This is an optimization exercise on Yosys and OpenROAD, whose aim is a short achievable clock period and few clock cycles per item, not a production implementation. The RTL was checked by simulation tests, not by an equivalence proof against the original design. The clock port is modelled as an ideal driver, which makes a skipped or thinned clock tree look cheaper than it is; a real chip needs a root buffer or a tree. Power figures rest on the tool's default switching activity, not on a simulated workload.

run A:
==> flow/design.v (excerpt) <==
module dram_controller #
  (
    parameter   integer NUMBER_OF_COLUMNS = 8,
    parameter   integer NUMBER_OF_ROWS = 128,
    parameter   integer NUMBER_OF_BANKS = 8,
    parameter   integer REFRESH_RATE = 125,  
    parameter   integer CLK_FREQUENCY = 100,  
    parameter   integer U_DATA_WIDTH = 2,
    parameter   integer DRAM_DATA_WIDTH = 2,
    parameter integer COLUMN_WIDTH = $clog2(NUMBER_OF_COLUMNS/DRAM_DATA_WIDTH),
    parameter integer ROW_WIDTH = $clog2(NUMBER_OF_ROWS),
    parameter integer BANK_ID_WIDTH = $clog2(NUMBER_OF_BANKS),
    parameter integer U_ADDR_WIDTH = BANK_ID_WIDTH + ROW_WIDTH + COLUMN_WIDTH,
    parameter integer CYCLES_BETWEEN_REFRESH = CLK_FREQUENCY*REFRESH_RATE - 100,
    parameter integer DRAM_ADDR_WIDTH = ROW_WIDTH > COLUMN_WIDTH ? ROW_WIDTH : COLUMN_WIDTH,
    parameter integer REFRESH_COUNTER_WIDTH = $clog2(CYCLES_BETWEEN_REFRESH)
  )
  (
    input                         u_rst_n,
    input                         u_clk,
    input                         u_en,
    input   [U_ADDR_WIDTH-1:0]    u_addr,
    input   [U_DATA_WIDTH-1:0]    u_data_i,
    input                         u_cmd,
    output  [U_DATA_WIDTH-1:0]    u_data_o,
    output                        u_data_valid,
    output                        u_cmd_ack,
    output                        u_busy,
    input   [DRAM_DATA_WIDTH-1:0]   dram_rd_data,
    input                           dram_refresh_done,
  ...
Size in the first run: about 230 flip-flops, about 43 I/O pins.
clock: 5.0 ns
lec_check: 0
abc_clock_period_in_ps: 1500
cap_margin: 20
core_margin: 2
core_utilization: 40
setup_slack_margin: 3.5
slew_margin: 20
standard.sh (not shown) runs the stock make flow with config.mk's settings and CLKGATE_MAP_FILE= SYNTH_SCRIPT=/design/flow/synth_recipe.tcl, a recipe that flattens the netlist after the stock synthesis.
==> flow/flow/run.sh <==
#!/bin/bash
# The standard layout, with one change: cts_pre.tcl builds a shallow two-level
# clock tree by hand in place of TritonCTS.
set -euo pipefail
export PRE_CTS_TCL="$PWD/flow/cts_pre.tcl"
export FLOW_ROOT_BUF=sky130_fd_sc_hd__buf_16
export FLOW_LEAF_BUF=sky130_fd_sc_hd__buf_12
export FLOW_LEAF_SPLIT=4
bash standard.sh finish > standard.log 2>&1
==> flow/flow/cts_pre.tcl <==
# Two-level clock tree built by hand in place of TritonCTS: the clock sinks
# are split by position into four groups of equal size (halves by x, then each
# half by y), and each group again into FLOW_LEAF_SPLIT (two by x, or four). Each small group gets a leaf
# cell at its centre; each large group a root cell at its centre, driving
# its four leaves; the clock port drives the four roots. Roots and leaves are
# both buffers or both inverters (FLOW_ROOT_BUF, FLOW_LEAF_BUF), so the
# registers see the clock's own polarity.
set block [ord::get_db_block]
set db [ord::get_db]
set root_master [$db findMaster $::env(FLOW_ROOT_BUF)]
set leaf_master [$db findMaster $::env(FLOW_LEAF_BUF)]
set clk_net [$block findNet u_clk]

# split a list of {item x y} in two, by x
proc split2 { items } {
  set byx [lsort -integer -index 1 $items]
  set h [expr {[llength $byx] / 2}]
  return [list [lrange $byx 0 [expr {$h - 1}]] [lrange $byx $h end]]
}

# split a list of {item x y} in four: halves by x, then each by y
proc split4 { items } {
  set byx [lsort -integer -index 1 $items]
  set h [expr {[llength $byx] / 2}]
  set out {}
  foreach half [list [lrange $byx 0 [expr {$h - 1}]] [lrange $byx $h end]] {
    set byy [lsort -integer -index 2 $half]
    set q [expr {[llength $byy] / 2}]
    lappend out [lrange $byy 0 [expr {$q - 1}]] [lrange $byy $q end]
  }
  return $out
}

proc centre { items } {
  set sx 0
  set sy 0
  foreach s $items {
    incr sx [lindex $s 1]
    incr sy [lindex $s 2]
  }
  set n [llength $items]
  return [list [expr {$sx / $n}] [expr {$sy / $n}]]
}

proc add_buf { master name in_net out_net xy } {
  set block [ord::get_db_block]
  set inst [odb::dbInst_create $block $master $name]
  [$inst findITerm A] connect $in_net
  set out [$inst findITerm X]
  if {$out eq "NULL" || $out eq ""} { set out [$inst findITerm Y] }
  $out connect $out_net
  $inst setLocation [expr {[lindex $xy 0] - [$master getWidth] / 2}] \
    [expr {[lindex $xy 1] - [$master getHeight] / 2}]
  $inst setPlacementStatus PLACED
  return $inst
}

set sinks {}
foreach it [$clk_net getITerms] {
  set bb [[$it getInst] getBBox]
  lappend sinks [list $it [expr {([$bb xMin] + [$bb xMax]) / 2}] [expr {([$bb yMin] + [$bb yMax]) / 2}]]
}
puts "clock sinks: [llength $sinks]"
foreach s $sinks { [lindex $s 0] disconnect }

set r 0
foreach group [split4 $sinks] {
  set rnet [odb::dbNet_create $block clknet_r$r]
  $rnet setSigType CLOCK
  add_buf $root_master clkbuf_r$r $clk_net $rnet [centre $group]
  set l 0
  foreach leaf [split$::env(FLOW_LEAF_SPLIT) $group] {
    set lnet [odb::dbNet_create $block clknet_r${r}_l$l]
    $lnet setSigType CLOCK
    add_buf $leaf_master clkbuf_r${r}_l$l $rnet $lnet [centre $leaf]
    foreach s $leaf { [lindex $s 0] connect $lnet }
    puts "leaf $r.$l: [llength $leaf] sinks at [centre $leaf]"
    incr l
  }
  incr r
}
$clk_net setSigType CLOCK

set_propagated_clock [all_clocks]

proc clock_tree_synthesis { args } {
  puts "clock_tree_synthesis skipped: the clock tree was built by cts_pre.tcl"
}
Run A: no failed stages, no open violations at the end
Testbench counts of run A, summed over its fixed seeds: cycles 244,313, items 160,000.
What run B does differently from run A at the input level:
diff --git a/flow/flow/run.sh b/flow/flow/run.sh
--- a/flow/flow/run.sh
+++ b/flow/flow/run.sh
@@ -8 +8 @@
-export FLOW_LEAF_SPLIT=4
+export FLOW_LEAF_SPLIT="2 3"
diff --git a/flow/flow/cts_pre.tcl b/flow/flow/cts_pre.tcl
--- a/flow/flow/cts_pre.tcl
+++ b/flow/flow/cts_pre.tcl
@@ -3 +3 @@
-# half by y), and each group again into FLOW_LEAF_SPLIT (two by x, or four). Each small group gets a leaf
+# half by y), and each group again into a grid of FLOW_LEAF_SPLIT (columns by x, then rows by y). Each small group gets a leaf
@@ -14,2 +14,3 @@
-# split a list of {item x y} in two, by x
-proc split2 { items } {
+# split a list of {item x y} into kx columns by x, then each column into ky
+# groups by y, all of near equal size
+proc split_grid { items kx ky } {
@@ -17,2 +18,11 @@
-  set h [expr {[llength $byx] / 2}]
-  return [list [lrange $byx 0 [expr {$h - 1}]] [lrange $byx $h end]]
+  set n [llength $byx]
+  set out {}
+  for {set c 0} {$c < $kx} {incr c} {
+    set col [lrange $byx [expr {$c * $n / $kx}] [expr {($c + 1) * $n / $kx - 1}]]
+    set byy [lsort -integer -index 2 $col]
+    set m [llength $byy]
+    for {set r 0} {$r < $ky} {incr r} {
+      lappend out [lrange $byy [expr {$r * $m / $ky}] [expr {($r + 1) * $m / $ky - 1}]]
+    }
+  }
+  return $out
@@ -72 +82 @@
-  foreach leaf [split$::env(FLOW_LEAF_SPLIT) $group] {
+  foreach leaf [split_grid $group {*}$::env(FLOW_LEAF_SPLIT)] {
==> run summary <==
Run A was routed with fewer vias than run B. ~same number of hold violations in the final report in run B and run A. [compare] base=run A new=run B: switching share of power comparable; minimum period implied by the final worst setup slack now larger.
[inputs] run C vs run B
diff --git a/flow/flow/run.sh b/flow/flow/run.sh
--- a/flow/flow/run.sh
+++ b/flow/flow/run.sh
@@ -8 +8 @@
-export FLOW_LEAF_SPLIT="2 3"
+export FLOW_LEAF_SPLIT="3 3"
Notes after the runs:
Run C finished every stage and its layout cleared the timing, design-rule and antenna checks. Run B → run C: met1 layer usage reported by global route now smaller, number of inserted filler cells in the final layout now smaller. Diff run B -> run C: actual slew at the worst max-slew pin went down, area of combinational cells with multiple inputs -1.1%.
For run D, these inputs were changed with respect to run C:
- CORE_UTILIZATION: 40 -> 50
diff --git a/flow/flow/run.sh b/flow/flow/run.sh
--- a/flow/flow/run.sh
+++ b/flow/flow/run.sh
@@ -8 +8 @@
-export FLOW_LEAF_SPLIT="3 3"
+export FLOW_LEAF_SPLIT=4
diff --git a/flow/flow/cts_pre.tcl b/flow/flow/cts_pre.tcl
--- a/flow/flow/cts_pre.tcl
+++ b/flow/flow/cts_pre.tcl
@@ -3 +3 @@
-# half by y), and each group again into a grid of FLOW_LEAF_SPLIT (columns by x, then rows by y). Each small group gets a leaf
+# half by y), and each group again into FLOW_LEAF_SPLIT (two by x, or four). Each small group gets a leaf
@@ -14,3 +14,2 @@
-# split a list of {item x y} into kx columns by x, then each column into ky
-# groups by y, all of near equal size
-proc split_grid { items kx ky } {
+# split a list of {item x y} in two, by x
+proc split2 { items } {
@@ -18,11 +17,2 @@
-  set n [llength $byx]
-  set out {}
-  for {set c 0} {$c < $kx} {incr c} {
-    set col [lrange $byx [expr {$c * $n / $kx}] [expr {($c + 1) * $n / $kx - 1}]]
-    set byy [lsort -integer -index 2 $col]
-    set m [llength $byy]
-    for {set r 0} {$r < $ky} {incr r} {
-      lappend out [lrange $byy [expr {$r * $m / $ky}] [expr {($r + 1) * $m / $ky - 1}]]
-    }
-  }
-  return $out
+  set h [expr {[llength $byx] / 2}]
+  return [list [lrange $byx 0 [expr {$h - 1}]] [lrange $byx $h end]]
@@ -82 +72 @@
-  foreach leaf [split_grid $group {*}$::env(FLOW_LEAF_SPLIT)] {
+  foreach leaf [split$::env(FLOW_LEAF_SPLIT) $group] {
### Flow results
Leakage power total: run D lower than run C. When run D is set beside run C, its global routing usage on met2 turns out to be 7.8 points larger. Summary: with run C as the reference, total power in run D moved down by more than 10%. Diff run C -> run D: final weighted congestion of routability-driven global placement has increased; combinational power has remained practically unchanged; core utilization has increased; maximum frequency from static timing analysis has increased. Going from run C to run D, instance count after placement with tap cells included lost 86; least setup slack across all paths after layout higher.
In every run of this note, the design's own scripts or RTL, not TritonCTS, make the clock network.

==> what the ideal ports hide <==
In the flow no input, the clock included, has a driving cell. The finished layouts below were timed again as built, in two steps.
Step 1, drivers: a clkbuf_16 drives u_clk and a buf_2 each remaining input, both assumed.
Step 2 also shifts input and output timing later by t, the mid clock arrival at the registers, as if the neighbouring blocks saw the same clock.
Slacks: ideal / step 1 / step 2; pairs: ideal / step 1.
run | t, ns | setup slack, ns | worst setup path after step 2 | worst slew at a driven data input, ns | cell pins on the clock port's net
run A | 0.364 | 3.313 / 3.193 / 3.227 | input to register | 0.05 | 4
run B | 0.372 | 3.308 / 3.189 / 3.241 | input to register | 0.05 | 4
run C | 0.403 | 3.287 / 3.165 / 3.224 | input to register | 0.04 | 4
run D | 0.373 | 3.302 / 3.180 / 3.214 | input to register | 0.05 | 4
After both steps setup and hold are still met in every run listed. For run D, which loses most, drivers alone change the setup slack by -0.122 ns; drivers and shift together by -0.088 ns.
